Source: an optimization exercise on an open RTL-to-GDS flow (aim: small area and a short achievable clock period). Production flows keep margins and buffers that such runs may drop.
RTL that was checked went through simulation tests only; none was proved equivalent to the original.

## build 17
Design ULA_LCD, start of the top module:
module ULA_LCD(clk, rst, rs, rw, en, dados, SOMA, SUBT, MULT, IGUAL, A, B, sinalA, sinalB);
Size in the first run: ~980 cells after synthesis, about 35 I/O pins, roughly 6600 sq um of cells after synthesis.
export LEC_CHECK = 0
export ABC_AREA = 1
export CAP_MARGIN = 20
export CORE_MARGIN = 2
export CORE_UTILIZATION = 60
export CTS_BUF_LIST = sky130_fd_sc_hd__clkbuf_8
export CTS_CLUSTER_SIZE = 30
export PLACE_DENSITY = 0.8
export SLEW_MARGIN = 20
create_clock -name core_clock -period 120.0 [get_ports {clk}]
standard.sh (not shown) runs the stock make flow with config.mk's settings and CLKGATE_MAP_FILE= SYNTH_SCRIPT=/design/flow/synth_recipe.tcl, a recipe that flattens the netlist after the stock synthesis.
==> flow/flow/run.sh <==
#!/bin/bash
# Standard ORFS layout, except that after the standard synthesis the
# combinational logic is mapped again by ABC for area (flow/remap.abc);
# the flip-flops of the standard synthesis are kept as they are, with their
# names and cells.
set -euo pipefail
HERE=$(pwd)
R=$HERE/orfs/results/sky130hd/ULA_LCD/base
LIB=$FLOW_HOME/platforms/sky130hd/lib/sky130_fd_sc_hd__tt_025C_1v80.lib

bash standard.sh synth > $HERE/synth_std.log 2>&1

cp $R/1_2_yosys.v $HERE/netlist_std.v
cat > $HERE/remap.ys <<EOY
read_liberty -ignore_miss_func $LIB
read_verilog $HERE/netlist_std.v
hierarchy -top ULA_LCD
setattr -mod -set blackbox 1 sky130_fd_sc_hd__*df*
flatten
opt -full
techmap
opt -fast
abc -liberty $LIB $(cat $HERE/flow/dontuse.txt) -script $HERE/flow/remap.abc
opt_clean -purge
hilomap -singleton -hicell sky130_fd_sc_hd__conb_1 HI -locell sky130_fd_sc_hd__conb_1 LO
insbuf -buf sky130_fd_sc_hd__buf_4 A X
splitnets
opt_clean -purge
tee -o $HERE/remap_stat.log stat -liberty $LIB
write_verilog -noattr -nohex -nodec $HERE/netlist_remap.v
EOY
yosys -s $HERE/remap.ys > $HERE/remap.log 2>&1

# the remapped logic must do what the standard synthesis does
cat > $HERE/remap_equiv.ys <<EOY
read_liberty -ignore_miss_func $LIB
read_verilog $HERE/netlist_std.v
rename ULA_LCD gold
read_verilog $HERE/netlist_remap.v
rename ULA_LCD gate
flatten gold gate
hierarchy -check
setattr -mod -set blackbox 1 sky130_fd_sc_hd__*df*
opt_clean
equiv_make gold gate eq
hierarchy -top eq
equiv_simple -seq 1
equiv_status -assert
EOY
yosys -s $HERE/remap_equiv.ys > $HERE/remap_equiv.log 2>&1

cp $HERE/netlist_remap.v $R/1_2_yosys.v
touch $R/1_2_yosys.v
bash standard.sh finish SETUP_SLACK_MARGIN=87.2 "BUFFER_PORTS_ARGS=-buffer_cell sky130_fd_sc_hd__buf_2" > $HERE/finish.log 2>&1
Other scripts of this flow, unchanged in this note and not shown: flow/flow/dontuse.txt, flow/flow/remap.abc
## Diff of input files: build 23 against build 17
-- flow/design.v --
<<< build 17, line 14
	input clk;
	input rst;
	reg rs;
	reg en;
	reg [6:0] dados_r;   
	reg [15:0] Vr;       
	reg dsel;            
	parameter T45 = 2250, T5 = 250, T25 = 125;
	assign rw = 1'b0;
>>> build 23, line 14
	input clk;
	input rst;
	reg en;
	reg [6:0] dados_r;   
	reg [15:0] Vr;       
	wire dsel = (dados_r == 7'h30);
	assign rs = dados_r[5] & (~dados_r[4] | (dados_r[3:0] == 4'd0));
	parameter T45 = 2250, T5 = 250, T25 = 125;
	assign rw = 1'b0;
<<< build 17, line 215
			flag_rst <= 0;
			charPos <= 0;
			rs <= 0;
			en <= 0;
			dados_r <= 0;
			dsel <= 0;
			operacao <= 0;
			flagbt1 <= 0;
>>> build 23, line 215
			flag_rst <= 0;
			charPos <= 0;
			en <= 0;
			dados_r <= 0;
			operacao <= 0;
			flagbt1 <= 0;
<<< build 17, line 278
			         (l2 & !l2minus & !l2last))
				charPos <= charPos + 1'b1;
			if (wr) rs <= wr1 ? !l1clr : wr2;
			if (wr) begin
				dsel <= 0;
				if (wrC) begin
					dados_r <= sE1 ? 7'h38 : sE2 ? 7'h0C : sE4 ? 7'h06 : sE15 ? 7'h40 : 7'h01;
>>> build 23, line 276
			         (l2 & !l2minus & !l2last))
				charPos <= charPos + 1'b1;
			if (wr) begin
				if (wrC) begin
					dados_r <= sE1 ? 7'h38 : sE2 ? 7'h0C : sE4 ? 7'h06 : sE15 ? 7'h40 : 7'h01;
<<< build 17, line 289
					else if (l1dig) begin
						dados_r <= 7'h30;
						dsel <= 1;
					end
					else if (l1op) dados_r <= opSom ? 7'd43 : opSub ? 7'd45 : 7'd42;
>>> build 23, line 285
					else if (l1dig) begin
						dados_r <= 7'h30;
					end
					else if (l1op) dados_r <= opSom ? 7'd43 : opSub ? 7'd45 : 7'd42;
<<< build 17, line 299
					else begin
						dados_r <= 7'h30;
						dsel <= 1;
					end
				end
>>> build 23, line 294
					else begin
						dados_r <= 7'h30;
					end
				end
<<< build 17, line 305
			else if (fire & sE3) begin
				dados_r <= 7'h01;
				dsel <= 0;
			end
			else if (!in20 & sE5 & !subest) begin
				dados_r <= 0;
				dsel <= 0;
			end
			if (sE6 & !in20) begin
>>> build 23, line 299
			else if (fire & sE3) begin
				dados_r <= 7'h01;
			end
			else if (!in20 & sE5 & !subest) begin
				dados_r <= 0;
			end
			if (sE6 & !in20) begin
==> run summary <==
Build 23 vs build 17, endpoint arrival time on the critical path went down by 0.04 ns. [diff] half-perimeter wire length of the detailed placement result, build 23 relative to build 17: regression. Of the two values seen for launching instance or port of the critical path, Vr[12] was produced by build 23 and Vr[15] by build 17. In the tables for build 17 and build 23, signed area change from the synthesized netlist to the final layout reads higher with build 17. Comparing build 17 and build 23, the higher peak per-stage delay on the critical path was measured on build 23. For fmax, build 23 and build 17 come out practically identical. Going from build 17 to build 23, share of the core filled with cells increased by 0.17 points relative to the old numbers; share of final layout cell area taken by clock buffers and inverters flat. Re design area: build 17 and build 23 aren't equal, and the lower value belongs to build 17. Going from build 17 to build 23, the global-route wire length before repair was found to have gone up by about 7%. Sort build 17 and build 23 by transition at the pin with the smallest max-transition slack, descending, and build 17 comes first.
Function not checked in build 23: the RTL went through the layout flow alone.

========
ULA_LCD, a different RTL version from the one above (not shown whole).
Size in the first run: about 980 cells after synthesis, about 6700 µm² of cells after synthesis.
clock: 120.0 ns
lec_check: 0
abc_area: 1
cap_margin: 20
core_margin: 2
core_utilization: 60
cts_buf_list: sky130_fd_sc_hd__clkbuf_8
cts_cluster_size: 30
slew_margin: 20
==> flow/flow/dontuse.txt <==
-dont_use sky130_fd_sc_hd__lpflow_bleeder_1 -dont_use sky130_fd_sc_hd__lpflow_clkbufkapwr_1 -dont_use sky130_fd_sc_hd__lpflow_clkbufkapwr_16 -dont_use sky130_fd_sc_hd__lpflow_clkbufkapwr_2 -dont_use sky130_fd_sc_hd__lpflow_clkbufkapwr_4 -dont_use sky130_fd_sc_hd__lpflow_clkbufkapwr_8 -dont_use sky130_fd_sc_hd__lpflow_clkinvkapwr_1 -dont_use sky130_fd_sc_hd__lpflow_clkinvkapwr_16 -dont_use sky130_fd_sc_hd__lpflow_clkinvkapwr_2 -dont_use sky130_fd_sc_hd__lpflow_clkinvkapwr_4 -dont_use sky130_fd_sc_hd__lpflow_clkinvkapwr_8 -dont_use sky130_fd_sc_hd__lpflow_decapkapwr_12 -dont_use sky130_fd_sc_hd__lpflow_decapkapwr_3 -dont_use sky130_fd_sc_hd__lpflow_decapkapwr_4 -dont_use sky130_fd_sc_hd__lpflow_decapkapwr_6 -dont_use sky130_fd_sc_hd__lpflow_decapkapwr_8 -dont_use sky130_fd_sc_hd__lpflow_inputiso0n_1 -dont_use sky130_fd_sc_hd__lpflow_inputiso0p_1 -dont_use sky130_fd_sc_hd__lpflow_inputiso1n_1 -dont_use sky130_fd_sc_hd__lpflow_inputiso1p_1 -dont_use sky130_fd_sc_hd__lpflow_inputisolatch_1 -dont_use sky130_fd_sc_hd__lpflow_isobufsrc_1 -dont_use sky130_fd_sc_hd__lpflow_isobufsrc_16 -dont_use sky130_fd_sc_hd__lpflow_isobufsrc_2 -dont_use sky130_fd_sc_hd__lpflow_isobufsrc_4 -dont_use sky130_fd_sc_hd__lpflow_isobufsrc_8 -dont_use sky130_fd_sc_hd__lpflow_isobufsrckapwr_16 -dont_use sky130_fd_sc_hd__lpflow_lsbuf_lh_hl_isowell_tap_1 -dont_use sky130_fd_sc_hd__lpflow_lsbuf_lh_hl_isowell_tap_2 -dont_use sky130_fd_sc_hd__lpflow_lsbuf_lh_hl_isowell_tap_4 -dont_use sky130_fd_sc_hd__lpflow_lsbuf_lh_isowell_4 -dont_use sky130_fd_sc_hd__lpflow_lsbuf_lh_isowell_tap_1 -dont_use sky130_fd_sc_hd__lpflow_lsbuf_lh_isowell_tap_2 -dont_use sky130_fd_sc_hd__lpflow_lsbuf_lh_isowell_tap_4 -dont_use sky130_fd_sc_hd__probe_p_8 -dont_use sky130_fd_sc_hd__probec_p_8 
==> flow/flow/remap.abc <==
strash
&get -n
&deepsyn -T 30
&dch -f
&nf -p -R 1000
&put
topo
Scripts as last shown in full above: flow/flow/run.sh
Then changed:
--- a/flow/design.v
+++ b/flow/design.v
@@ -7,23 +7,23 @@
 	input SUBT;
 	input MULT;
 	input IGUAL;
 	output en;
 	output rw;
 	output rs;
 	output [7:0] dados;
 	input clk;
 	input rst;
+	reg rs;
 	reg en;
 	reg [6:0] dados_r;   
 	reg [15:0] Vr;       
 	reg dsel;            
-	assign rs = dsel | (dados_r[5] & ~dados_r[4]);
 	parameter T45 = 2250, T5 = 250, T25 = 125;
 	assign rw = 1'b0;
 	localparam E0 = 4'd0,      
 	           E1 = 4'd1,      
 	           E2 = 4'd2,      
 	           E3 = 4'd3,      
 	           E4 = 4'd4,      
 	           E5 = 4'd5,      
 	           E6 = 4'd6,      
@@ -208,18 +208,19 @@
 	wire wrC = fire & (sE1 | sE2 | sE4 | sE9 | sE15);    
 	wire wr = wr1 | wr2 | wrC;
 	always @(posedge clk) begin
 		if (rst) begin
 			estado <= E0;
 			in20 <= 0;
 			subest <= 0;
 			flag_rst <= 0;
 			charPos <= 0;
+			rs <= 0;
 			en <= 0;
 			dados_r <= 0;
 			dsel <= 0;
 			operacao <= 0;
 			flagbt1 <= 0;
 			flagbt2 <= 0;
 			flagbt3 <= 0;
 			flagbt4 <= 0;
 		end
@@ -270,18 +271,19 @@
 				else if (cnt == 8'd255) charPos <= charPos + 1'b1;
 			end
 			else if (sE6 & !in20) begin
 				if (relI) charPos <= 0;
 				else if (relOp) charPos <= 31;
 			end
 			else if ((fire & sE1) | (l1 & (l1clr | l1off | (l1chr & !l1signA & !l1signB))) |
 			         (l2 & !l2minus & !l2last))
 				charPos <= charPos + 1'b1;
+			if (wr) rs <= wr1 ? !l1clr : wr2;
 			if (wr) begin
 				dsel <= 0;
 				if (wrC) begin
 					dados_r <= sE1 ? 7'h38 : sE2 ? 7'h0C : sE4 ? 7'h06 : sE15 ? 7'h40 : 7'h01;
 				end
 				else if (wr1) begin
 					if (l1clr) dados_r <= 7'h01;
 					else if (l1signA | l1signB) dados_r <= 7'd45;
 					else if (l1dig) begin
Effect: The new run produced a clean layout. Maximum frequency went up by 3.8%. Wire length went down by 15%. Hold slack is worse by 0.016 ns. Clock-buffer cell count is unchanged. Synthesized cell count stays flat. Area after synthesis went down by about 1.6%. Non-clock buffer count went down by 34. Die area went down by 1.6%.
Function not checked in the first run of this note: the RTL went through the layout flow alone.

========
JK:
Another version of the RTL of ULA_LCD (not shown whole).
Size in the first run: roughly 1200 cells after synthesis, roughly 35 I/O pins.
==> flow/config.mk <==
export PLATFORM = sky130hd
export DESIGN_NAME = ULA_LCD
export DESIGN_NICKNAME = ULA_LCD
export VERILOG_FILES = /design/flow/design.v
export SDC_FILE = /design/flow/constraint.sdc
export NUM_CORES = 4
export LEC_CHECK = 0
export ABC_AREA = 1
export CAP_MARGIN = 20
export CORE_MARGIN = 2
export CORE_UTILIZATION = 40
export SLEW_MARGIN = 20
==> flow/constraint.sdc <==
create_clock -name core_clock -period 120.0 [get_ports {clk}]
set_input_delay 24.0000 -clock core_clock [delete_from_list [all_inputs] [get_ports {clk}]]
set_output_delay 24.0000 -clock core_clock [all_outputs]
set_load 0.01 [all_outputs]
==> flow/flow/run.sh <==
#!/bin/bash
# Standard ORFS layout, except that after the standard synthesis the
# combinational logic is mapped again by ABC for area (flow/remap.abc);
# the flip-flops of the standard synthesis are kept as they are, with their
# names and cells.
set -euo pipefail
HERE=$(pwd)
R=$HERE/orfs/results/sky130hd/ULA_LCD/base
LIB=$FLOW_HOME/platforms/sky130hd/lib/sky130_fd_sc_hd__tt_025C_1v80.lib

bash standard.sh synth > $HERE/synth_std.log 2>&1

cp $R/1_2_yosys.v $HERE/netlist_std.v
cat > $HERE/remap.ys <<EOY
read_liberty -ignore_miss_func $LIB
read_verilog $HERE/netlist_std.v
hierarchy -top ULA_LCD
setattr -mod -set blackbox 1 sky130_fd_sc_hd__*df*
flatten
opt -full
techmap
opt -fast
abc -liberty $LIB $(cat $HERE/flow/dontuse.txt) -script $HERE/flow/remap.abc
opt_clean -purge
hilomap -singleton -hicell sky130_fd_sc_hd__conb_1 HI -locell sky130_fd_sc_hd__conb_1 LO
insbuf -buf sky130_fd_sc_hd__buf_4 A X
splitnets
opt_clean -purge
tee -o $HERE/remap_stat.log stat -liberty $LIB
write_verilog -noattr -nohex -nodec $HERE/netlist_remap.v
EOY
yosys -s $HERE/remap.ys > $HERE/remap.log 2>&1

# the remapped logic must do what the standard synthesis does
cat > $HERE/remap_equiv.ys <<EOY
read_liberty -ignore_miss_func $LIB
read_verilog $HERE/netlist_std.v
rename ULA_LCD gold
read_verilog $HERE/netlist_remap.v
rename ULA_LCD gate
flatten gold gate
hierarchy -check
setattr -mod -set blackbox 1 sky130_fd_sc_hd__*df*
opt_clean
equiv_make gold gate eq
hierarchy -top eq
equiv_simple -seq 1
equiv_status -assert
EOY
yosys -s $HERE/remap_equiv.ys > $HERE/remap_equiv.log 2>&1

cp $HERE/netlist_remap.v $R/1_2_yosys.v
touch $R/1_2_yosys.v
bash standard.sh finish > $HERE/finish.log 2>&1
==> flow/flow/remap.abc <==
strash
&get -n
&deepsyn -T 30
&put
dch -f
amap
topo
Scripts as last shown in full above: flow/flow/dontuse.txt
[inputs] MS vs JK
--- a/flow/design.v
+++ b/flow/design.v
@@ -9,21 +9,21 @@
 	input IGUAL;
 	output en;
 	output rw;
 	output rs;
 	output [7:0] dados;
 	input clk;
 	input rst;
 	reg rs;
 	reg en;
 	reg [6:0] dados_r;   
-	reg [16:0] Vr;       
+	reg [15:0] Vr;       
 	reg dsel;            
 	parameter T45 = 2250, T5 = 250, T25 = 125;
 	assign rw = 1'b0;
 	localparam E0 = 4'd0,      
 	           E1 = 4'd1,      
 	           E2 = 4'd2,      
 	           E3 = 4'd3,      
 	           E4 = 4'd4,      
 	           E5 = 4'd5,      
 	           E6 = 4'd6,      
@@ -108,34 +108,25 @@
 	function [3:0] add3(input [3:0] x);
 		case (x)
 			4'd5: add3 = 4'd8;
 			4'd6: add3 = 4'd9;
 			4'd7: add3 = 4'd10;
 			4'd8: add3 = 4'd11;
 			4'd9: add3 = 4'd12;
 			default: add3 = x;
 		endcase
 	endfunction
-	reg [19:0] bcdh;
-	integer i;
-	always @(*) begin
-		bcdh = 0;
-		for (i = 15; i >= 11; i = i - 1) begin
-			bcdh[3:0] = add3(bcdh[3:0]);
-			bcdh = {bcdh[18:0], V[i]};
-		end
-	end
-	wire [16:0] Vin = {bcdh[5:0], V[10:0]};
 	reg [19:0] bcd;
+	integer i;
 	always @(*) begin
-		bcd = {14'd0, Vr[16:11]};
-		for (i = 10; i >= 0; i = i - 1) begin
+		bcd = 0;
+		for (i = 15; i >= 0; i = i - 1) begin
 			bcd[3:0] = add3(bcd[3:0]);
 			bcd[7:4] = add3(bcd[7:4]);
 			bcd[11:8] = add3(bcd[11:8]);
 			bcd[15:12] = add3(bcd[15:12]);
 			bcd = {bcd[18:0], Vr[i]};
 		end
 	end
 	wire line2 = (estado == L2) | (estado == L2W);
 	reg [3:0] dig;
 	always @(*) begin
@@ -331,21 +322,21 @@
 				if (!SUBT & !flagbt2) flagbt2 <= 1;
 				else if (SUBT & flagbt2) flagbt2 <= 0;
 				if (!MULT & !flagbt3) flagbt3 <= 1;
 				else if (MULT & flagbt3) flagbt3 <= 0;
 				if (!IGUAL & !flagbt4) flagbt4 <= 1;
 				else if (IGUAL & flagbt4) flagbt4 <= 0;
 			end
 		end
 	end
 	always @(posedge clk) begin
-		if (wr | (sE15 & !in20)) Vr <= Vin;
+		if (wr | (sE15 & !in20)) Vr <= V;
 		if (sE15 & !in20) begin
 			if (fire & (opn == 3)) menos <= (sinalA ^ sinalB) & nz;
 			else menos <= menosn;
 			sgn <= ~V[8];
 		end
 		else if (wr & sL2 & opSub) sgn <= 0;    
 		if (!(sE15 & !in20) & l2 & l2minus) menos <= 0;
 		if (relOp) begin
 			menosA <= 1;
 			menosB <= 1;
## What came out
From JK to MS, post-cts repair resize count did not move at all.
Between JK and MS, the flow reports post-DP HPWL decreasing by a few percent.
Lower placed standard-cell area goes to MS over JK.
Cmp JK and MS / floorplan die width / higher: JK
MS against JK: routed length on met2 saw a decrease, first-pass iteration count of the detailed router rose by 1, design area went down.
Setup slack: higher on JK
Worst hold slack: JK vs MS — no meaningful difference
Transition time at the pin with the least slew margin up 0.077 ns in MS wrt JK
Relative to JK, the number of ordinary inverters in the final layout measured on MS has decreased by more than 10%.
Route | MS vs JK | wire shorter in MS
No functional check of the RTL was part of JK.

[re-timing with driven ports]
No port has a modelled driver above. Below, the same layouts with a new extraction and two added sets of constraints.
Step 1 assumes that a clkbuf_16 drives the clock port and a buf_2 every other input.
Step 2 also shifts input and output timing later by t, the mid clock arrival at the registers, as if the neighbouring blocks saw the same clock.
a / b / c = ideal ports / drivers / drivers and shift; a / b = the first two.
run	t, ns	slack for setup (ns)	worst setup path at the end	latest minus earliest clock arrival (ns)	worst data-port slew with drivers (ns)
build 17	0.347	87.835 / 87.800 / 88.147	register to output	0.019 / 0.019	0.03
build 23	0.351	87.875 / 87.841 / 88.192	register to output	0.013 / 0.013	0.03
the first run of note 2	0.360	86.659 / 86.624 / 86.984	register to output	0.008 / 0.008	0.04
the second run of note 2	0.359	87.886 / 87.850 / 88.209	register to output	0.010 / 0.010	0.03
JK	0.368	85.617 / 85.578 / 85.946	register to output	0.011 / 0.011	0.03
MS	0.345	83.852 / 83.810 / 84.155	register to output	0.012 / 0.012	0.04
After both steps setup and hold are still met in every run listed.
